This is an optimization exercise on Yosys and OpenROAD, whose aim is small area, a short achievable clock period and few clock cycles, not a production implementation. In this exercise RTL edits were held to simulation tests only and were not proved equivalent to the original. Power figures rest on the tool's default switching activity, not on a simulated workload.

## cpu
module cpu (input clk, input rst,
            output [31:0] imem_addr, input [31:0] imem_rdata,
            output [31:0] dmem_addr, output [31:0] dmem_wdata,
            output dmem_we, output dmem_re, input [31:0] dmem_rdata);
Size in the first run: ~4100 cells after synthesis, about 1300 flip-flops, about 160 I/O pins, roughly 57000 sq um of cells after synthesis.
clock: 8.0 ns
lec_check: 0
cap_margin: 20
cell_pad_in_sites_detail_placement: 1
cell_pad_in_sites_global_placement: 1
core_margin: 2
core_utilization: 55
cts_cluster_diameter: 80
cts_cluster_size: 18
place_density: 0.85
setup_slack_margin: 4.8
slew_margin: 20
synth_hierarchical: 1
synth_minimum_keep_size: 0
tns_end_percent: 5
run.sh (not shown) runs the stock make flow with config.mk's settings and CLKGATE_MAP_FILE= SYNTH_SCRIPT=/design/flow/synth_recipe.tcl, a recipe that flattens the netlist after the stock synthesis.
Testbench counts at the start, summed over its fixed seeds: cycles 47,352.
==> next run, changes <==
CORE_UTILIZATION = 50   (was 55)
PLACE_DENSITY = 0.8   (was 0.85)
TNS_END_PERCENT = 100   (was 5)
Result: The new run went through all stages and came out clean. Die area goes up by 9.9%. Wire length goes down by 2.9%. Final cell count goes up by 3.9%. Register-to-register slack gets better by 450 ps. Hold slack gets worse by 20 ps. Clock-buffer cell count goes down by 2. Core utilization goes down by 4.2 points. Total power stays flat. Synthesized area is unchanged. Via count goes down by 2.2%. First-iteration DRC count goes down by 7.8%.
==> next run, changes <==
TNS_END_PERCENT = 0   (was 100)
Effect:
- design area went down by 3.0%
- hold slack degrades by 91 ps
- routed wire length went down by 4.3%
- synthesized cell count does not change
- fmax falls by 0.67%
- cell count shrinks by 1.9%
- power goes down by 2.6%
- setup slack degrades by 24 ps
- sequential share of layout area went up by 1.6 points
==> next run, changes <==
TNS_END_PERCENT = 5   (was 0)
Utilization rises by 0.61 points.
Cell area is higher by 1.1%.
Via count went up by 0.97%.
Clock power is about the same.
Fmax grows by 2.8%.
==> next run, changes <==
CTS_CLUSTER_DIAMETER = 90   (was 80)
CTS_CLUSTER_SIZE = 22   (was 18)
Via count grows slightly.
Final cell count stays flat.
Flip-flop and latch count is unchanged.
Design area is about the same.
Area after synthesis does not change.
Utilization hardly moves.
Power shrinks slightly.
Global-route usage stays flat.
Setup slack degrades by 68 ps.
Synthesized cell count is unchanged.
Die area is unchanged.

---

cpu, a different RTL version from the one above (not shown whole).
Size in the first run: ~3800 cells after synthesis, about 1200 flip-flops.
// cpu
module cpu (input clk, input rst,
            output [31:0] imem_addr, input [31:0] imem_rdata,
            output [31:0] dmem_addr, output [31:0] dmem_wdata,
            output dmem_we, output dmem_re, input [31:0] dmem_rdata);
    reg [31:2] pc;
    reg        x_wr, x_lw, x_sw, x_beq, x_sub;
    reg        x_fam, x_fbm;    
    reg        x_imm;           
    reg [4:0]  x_rd;
    reg [31:0] x_a, x_b;
    reg [15:0] x_i;
    reg [31:2] x_tgt;
    reg        m_wr, m_lw, m_sw;
    reg [4:0]  m_rd;
    reg [31:0] m_r, m_sd;
    assign dmem_addr  = m_r;
    assign dmem_wdata = m_sd;
    assign dmem_we    = m_sw;
    assign dmem_re    = m_lw;
    wire [31:0] m_res = m_lw ? dmem_rdata : m_r;
    wire [31:0] a   = x_fam ? m_r : x_a;
    wire [31:0] b   = x_fbm ? m_r : x_b;
    wire [31:0] op2 = x_imm ? {{16{x_i[15]}}, x_i} : b;
    wire [31:0] alu;
    sk_add #(32) alu_add (.a(a), .b(op2 ^ {32{x_sub}}), .ci(x_sub), .s(alu));
    wire taken = x_beq & (a == b);
    wire [31:0] inst = imem_rdata;
    wire [5:0] op = inst[31:26];
    wire [4:0] rs = inst[25:21];
    wire [4:0] rt = inst[20:16];
    wire [4:0] rdf = inst[15:11];
    wire d_R    = (op == 6'h00);
    wire d_addi = (op == 6'h08) | (op == 6'h09);
    wire d_lw   = (op == 6'h23);
    wire d_sw   = (op == 6'h2B);
    wire d_beq  = (op == 6'h04);
  ...
==> flow/config.mk <==
export PLATFORM = sky130hd
export DESIGN_NAME = cpu
export DESIGN_NICKNAME = cpu
export VERILOG_FILES = /design/flow/design.v
export SDC_FILE = /design/flow/constraint.sdc
export NUM_CORES = 4
export LEC_CHECK = 0
export CAP_MARGIN = 20
export CELL_PAD_IN_SITES_DETAIL_PLACEMENT = 2
export CELL_PAD_IN_SITES_GLOBAL_PLACEMENT = 2
export CORE_MARGIN = 2
export CORE_UTILIZATION = 35
export CTS_CLUSTER_DIAMETER = 80
export CTS_CLUSTER_SIZE = 18
export PLACE_DENSITY = 0.6
export SETUP_SLACK_MARGIN = 4.8
export SLEW_MARGIN = 20
export SYNTH_HIERARCHICAL = 1
export SYNTH_MINIMUM_KEEP_SIZE = 0
export TNS_END_PERCENT = 0
==> flow/constraint.sdc <==
create_clock -name core_clock -period 8.0 [get_ports {clk}]
set_input_delay 1.6000 -clock core_clock [delete_from_list [all_inputs] [get_ports {clk}]]
set_output_delay 1.6000 -clock core_clock [all_outputs]
set_load 0.01 [all_outputs]
Testbench counts at the start, summed over its fixed seeds: cycles 47,352.
Rerun with:
Settings changed: TNS_END_PERCENT 0 to 5.
After rerunning:
- combinational power stays flat
- global-route usage is about the same
- wire length grows by 1.3%
- cell area goes up by 1.8%
- clock skew rises by 0.022 ns
- clock-buffer cell count stays the same
- maximum frequency came out higher by 1.3%
- non-clock buffer count grows by 38
- critical path depth increases by 5
- cell count rises by 0.73%

---

Setup of before:
cpu with an RTL version that a note above also has.
Size in the first run: about 4,100 cells after synthesis, about 1,300 flip-flops, roughly 160 I/O pins, roughly 57,000 um2 of cells after synthesis.
make LEC_CHECK=0 CAP_MARGIN=20 CELL_PAD_IN_SITES_DETAIL_PLACEMENT=1 CELL_PAD_IN_SITES_GLOBAL_PLACEMENT=1 CORE_MARGIN=2 CORE_UTILIZATION=50 CTS_CLUSTER_DIAMETER=80 CTS_CLUSTER_SIZE=18 PLACE_DENSITY=0.8 SETUP_SLACK_MARGIN=4.6 SLEW_MARGIN=20 SYNTH_HIERARCHICAL=1 SYNTH_MINIMUM_KEEP_SIZE=0 TNS_END_PERCENT=5 finish   # period 8.0 ns
Testbench counts of before, summed over its fixed seeds: cycles 47,352.
Relative to before, the following input files were edited for after:
-- flow/config.mk --
<<< before, line 14
export CTS_CLUSTER_SIZE = 18
export PLACE_DENSITY = 0.8
export SETUP_SLACK_MARGIN = 4.6
export SLEW_MARGIN = 20
export SYNTH_HIERARCHICAL = 1
>>> after, line 14
export CTS_CLUSTER_SIZE = 18
export PLACE_DENSITY = 0.8
export SETUP_SLACK_MARGIN = 5.0
export SLEW_MARGIN = 20
export SYNTH_HIERARCHICAL = 1
Notes after the runs:
Delta (after minus before): later-pin clock latency in the skew report lost 0.02 ns, portion of the clock cycle consumed by the worst path in the final layout lost 0.76 points.
A worst setup path endpoint of x_a[16]$_DFF_P_ is what after shows, while dmem_addr[6] belongs to before.
In the tables for before and after, number of gates on the worst path with buffers counted reads higher with after.
[compare] base=before new=after: clock power ~0 delta; routed wire length +about 2.8%; setup slack on the worst flop-to-flop path -0.02 ns.
after went all the way through the flow, and no timing, DRC or antenna check failed.
[after] global-route usage over all layers rose 0.71 points relative to before

what the ideal ports hide:
The results above use ideal ports. As a check the final layouts listed here were re-extracted and re-timed, cells and wires unchanged. Step 1 sets driving cells, clkbuf_16 on the clock port and buf_2 on the other inputs (assumed; they add their load-dependent delay and slew). Step 2 also shifts input and output timing later by t, the mid clock arrival at the registers, as if the neighbouring blocks saw the same clock. Three values: ideal ports, drivers, drivers and shift; two values: the first two.
run	t, ns	setup slack, ns	hold slack, ns	clock arrival spread, ns
the first run of note 1	0.766	4.139 / 4.139 / 3.489	0.495 / 0.495 / 0.495	0.042 / 0.042
the second run of note 1	0.772	4.467 / 4.527 / 3.755	0.476 / 0.476 / 0.476	0.051 / 0.051
the third run of note 1	0.764	4.443 / 4.482 / 3.717	0.384 / 0.384 / 0.384	0.042 / 0.041
the fourth run of note 1	0.760	4.541 / 4.559 / 3.816	0.384 / 0.384 / 0.384	0.040 / 0.039
the fifth run of note 1	0.751	4.473 / 4.450 / 3.699	0.386 / 0.386 / 0.386	0.040 / 0.040
the first run of note 2	0.815	4.382 / 4.429 / 3.615	0.345 / 0.345 / 0.345	0.022 / 0.023
the second run of note 2	0.805	4.428 / 4.365 / 3.681	0.361 / 0.361 / 0.361	0.043 / 0.043
before	0.768	4.397 / 4.323 / 3.646	0.383 / 0.383 / 0.383	0.047 / 0.046
after	0.764	4.458 / 4.497 / 3.733	0.384 / 0.384 / 0.384	0.034 / 0.034
After both steps setup and hold are still met in every run listed. For the fifth run of note 1, which loses most, drivers alone change the setup slack by -0.023 ns; drivers and shift together by -0.774 ns.
